Source: an optimization exercise on an open RTL-to-GDS flow (aim: small area and a short achievable clock period). Production flows keep margins and buffers that such runs may drop. RTL that was checked went through simulation tests only; none was proved equivalent to the original. Power figures rest on the tool's default switching activity, not on a simulated workload.

==> flow/design.v (excerpt) <==
module cordic_top (
    input  logic clk,
    input  logic signed[15:0] angle,
    output logic signed[15:0] sin, cos
);
    CORDIC_pipelined dut_basic(
        .clk(clk),
        .angle(angle),
        .sin(sin),
        .cos(cos)
    );
endmodule
Settings: LEC_CHECK=0, ABC_AREA=1, CAP_MARGIN=20, CORE_MARGIN=2, CORE_UTILIZATION=45, CTS_BUF_LIST=sky130_fd_sc_hd__clkbuf_8, SETUP_SLACK_MARGIN=1.3, SLEW_MARGIN=20; clock period 3.3 ns.
run.sh (not shown) runs the stock make flow with config.mk's settings and CLKGATE_MAP_FILE= SYNTH_SCRIPT=/design/flow/synth_recipe.tcl, a recipe that flattens the netlist after the stock synthesis.
The starting point went through all stages and came out clean.
Change:
--- a/flow/design.v
+++ b/flow/design.v
@@ -1,27 +1,27 @@
 module CORDIC_pipelined (
     input clk,
     input logic signed[15:0] angle,
     output logic signed[15:0] sin, cos
 );
-logic [15:0] t_in;
-assign t_in = angle - 16'd1;
-logic [14:0] u0_q;
+logic s_in;
+assign s_in = angle[15] ^ (|angle[14:0]);
+logic [16:0] b_q;
 logic d0_q;
 logic [14:0] u1;
 logic [14:0] u1_q;
 logic [1:0] i1_q;    
-logic [15:0] v0;
-assign v0 = {1'b0, u0_q} - 16'd12867;
+logic [16:0] v0;
+assign v0 = b_q - (d0_q ? 17'd12868 : 17'd12866);
 logic [14:0] f1;
-assign f1 = v0[14:0] ^ {15{v0[15]}};
+assign f1 = v0[14:0] ^ {15{v0[16]}};
 assign u1 = f1;
 logic [6:0] lpos;
 logic [5:0] q0;
 logic [5:0] tg;
 cordic_htab htab_i (.d(u1_q[14:7]), .q({lpos, q0, tg}));
 logic [5:0] q0_q;
 logic [5:0] tg_q;
 logic c_q;
 logic [6:0] lo_q, lp_q;
 assign c_q = lo_q >= lp_q;
 logic [1:0] iq_q;
@@ -772,26 +772,26 @@
 assign rn14 = rn504 | rn496;
 assign rn11 = rn619 | rn603;
 assign rn703 = rn702 ^ rn40;
 assign rn15 = rc_q[7] ? rn452 : rn475;
 assign rn30 = rn170 | rn151;
 assign rn31 = rn89 | rn68;
 assign rn32 = rn752 | rn748;
 assign rn29 = rn238 | rn219;
 assign rn34 = rn703 | rn688;
 assign rom_d = {rn40, rn40, rn39, rn38, rn37, rn36, rn35, rn34, rn33, rn32, rn31, rn30, rn29, rn28, rn27, rn26, rn25, rn24, rn23, rn22, rn21, rn20, rn19, rn18, rn17, rn16, rn15, rn14, rn13, rn12, rn11, rn10};
 always_ff @(posedge clk) begin
-    u0_q <= t_in[14:0] ^ {15{t_in[15]}};
-    d0_q <= ~t_in[15];
+    b_q <= s_in ? {1'b0, angle} : {~angle[15], ~angle};
+    d0_q <= s_in;
     u1_q <= u1;
-    i1_q <= {d0_q, v0[15]};
+    i1_q <= {d0_q, v0[16]};
     q0_q <= q0;
     tg_q <= tg;
     lo_q <= u1_q[6:0];
     lp_q <= lpos;
     iq_q <= i1_q;
     x0_q <= {iq_q, late};
     x1_q <= x0_q;
     x2_q <= x1_q;
     x3_q <= x2_q;
     rc_q[0] <= x3_q[0];
     rc_q[1] <= x3_q[1];
=> The new run ran to the end with no violations. Wire length goes down by 3.9%. Sequential power stays flat. Synthesized area goes down by 1.9%. Worst hold slack barely changes. Total power fell by 0.57%. Setup slack degrades by 0.048 ns. Synthesized cell count went down by 3.6%. Design area falls by 2.1%. Core utilization came out higher by 0.64 points.
Function was not checked in any run of this note: the RTL went through the layout flow alone.

--- another note on this design; it stands on its own ---

// cordic_top
module cordic_top (
    input  logic clk,
    input  logic signed[15:0] angle,
    output logic signed[15:0] sin, cos
);
Size in the first run: about 49 I/O pins, about 7900 um2 of cells after synthesis.
Settings: LEC_CHECK=0, ABC_AREA=1, CAP_MARGIN=20, CORE_MARGIN=2, CORE_UTILIZATION=45, CTS_BUF_LIST=sky130_fd_sc_hd__clkbuf_8, SETUP_SLACK_MARGIN=1.4, SLEW_MARGIN=20; clock period 3.3 ns.
standard.sh (not shown) runs the stock make flow with config.mk's settings and CLKGATE_MAP_FILE= SYNTH_SCRIPT=/design/flow/synth_recipe.tcl, a recipe that flattens the netlist after the stock synthesis.
==> flow/flow/run.sh <==
#!/bin/bash
# The standard layout (standard.sh: the standard flow's synthesis and ORFS flow, unchanged), except:
# - the port buffers ORFS puts on every input and output are plain buffers
#   (sky130_fd_sc_hd__buf_1) instead of the delay buffer buffer_ports picks by default;
# - clock tree synthesis gets ORFS's usual arguments plus -dont_use_dummy_load, so it
#   adds no load-only inverters to the clock tree.
set -euo pipefail
export BUFFER_PORTS_ARGS="-buffer_cell sky130_fd_sc_hd__buf_1"
export CTS_ARGS="-sink_clustering_enable -repair_clock_nets -buf_list sky130_fd_sc_hd__clkbuf_8 -dont_use_dummy_load"
bash standard.sh > standard.log 2>&1
The first run passed the timing, DRC and antenna checks.
Rerun with:
Settings changed: SETUP_SLACK_MARGIN 1.4 to 1.5.
What happened: Routed wire length rises by 7.1%; global-route usage grows by 0.79 points; count of clock-buffer cells in the layout does not change.

========
cordic_top again, from the RTL that the note above started with.
==> flow/config.mk <==
export PLATFORM = sky130hd
export DESIGN_NAME = cordic_top
export DESIGN_NICKNAME = cordic_top
export VERILOG_FILES = /design/flow/design.v
export SDC_FILE = /design/flow/constraint.sdc
export NUM_CORES = 4
export LEC_CHECK = 0
export ABC_AREA = 1
export CAP_MARGIN = 20
export CORE_MARGIN = 2
export CORE_UTILIZATION = 45
export CTS_BUF_LIST = sky130_fd_sc_hd__clkbuf_8
export SETUP_SLACK_MARGIN = 1.4
export SLEW_MARGIN = 20
==> flow/constraint.sdc <==
create_clock -name core_clock -period 3.3 [get_ports {clk}]
set_input_delay 0.6600 -clock core_clock [delete_from_list [all_inputs] [get_ports {clk}]]
set_output_delay 0.6600 -clock core_clock [all_outputs]
set_load 0.01 [all_outputs]
run.sh (not shown) runs the stock make flow with config.mk's settings and CLKGATE_MAP_FILE= SYNTH_SCRIPT=/design/flow/synth_recipe.tcl, a recipe that flattens the netlist after the stock synthesis.
Stock flow here: none of the scripts above is used.
The starting point finished clean.
Then changed:
==> flow/flow/run.sh (new file) <==
#!/bin/bash
# The standard layout (standard.sh: the standard flow's synthesis and ORFS flow, unchanged), except:
# - the port buffers ORFS puts on every input and output are plain buffers
#   (sky130_fd_sc_hd__buf_1) instead of the delay buffer buffer_ports picks by default;
# - clock tree synthesis gets ORFS's usual arguments plus -dont_use_dummy_load, so it
#   adds no load-only inverters to the clock tree.
set -euo pipefail
export BUFFER_PORTS_ARGS="-buffer_cell sky130_fd_sc_hd__buf_1"
export CTS_ARGS="-sink_clustering_enable -repair_clock_nets -buf_list sky130_fd_sc_hd__clkbuf_8 -dont_use_dummy_load"
bash standard.sh > standard.log 2>&1
==> flow/standard.sh (new file) <==
#!/bin/bash
# synth_recipe.tcl (not shown) runs the flow's synth.tcl, then flattens the netlist and writes it again
# the make line also repeats each setting of config.mk as NAME=value (left out here)
make -C /OpenROAD-flow-scripts/flow DESIGN_CONFIG=/design/flow/config.mk WORK_HOME=/design/flow/orfs CLKGATE_MAP_FILE= SYNTH_SCRIPT=/design/flow/synth_recipe.tcl "${@:-finish}"
ABC_CLOCK_PERIOD_IN_PS = 1500   (was unset)
removed: flow/run.sh
=> Sequential power stays flat. Final cell count drops by about 2%. Via count goes down by 1.7%. Cell area came out lower by 5.6%. Die area stays the same. Combinational power fell by about 3%. Setup slack is worse by 0.026 ns. First-iteration DRC count hardly moves. Power is lower by about 6.4%. Worst hold slack loses 0.045 ns.

==> afterwards: timing with drivers on the ports <==
The flow's constraints put no driver on any port. The routed layouts listed below were extracted and timed again, unchanged, in two steps. Step 1 assumes that a clkbuf_16 drives the clock port and a buf_2 every other input. Step 2, shift: input delay + t, output delay - t, t = (earliest + latest rising clock arrival at the registers) / 2. This alone moves slack from input paths to output paths. Slacks: ideal / step 1 / step 2; pairs: ideal / step 1.
run | shift t [ns] | setup slack, ns | worst data-port slew with drivers (ns)
the first run of note 1 | 0.492 | 1.252 / 1.252 / 0.877 | 0.05
the second run of note 1 | 0.496 | 1.204 / 1.204 / 0.930 | 0.03
the first run of note 2 | 0.492 | 1.396 / 1.396 / 1.396 | 0.03
the second run of note 2 | 0.489 | 1.410 / 1.410 / 1.410 | 0.03
the first run of note 3 | 0.502 | 1.421 / 1.421 / 1.421 | 0.03
the second run of note 3 | 0.492 | 1.396 / 1.396 / 1.396 | 0.03
After both steps every run listed still meets setup and hold. For the first run of note 1, which loses most, drivers alone change the setup slack by 0.000 ns; drivers and shift together by -0.375 ns.
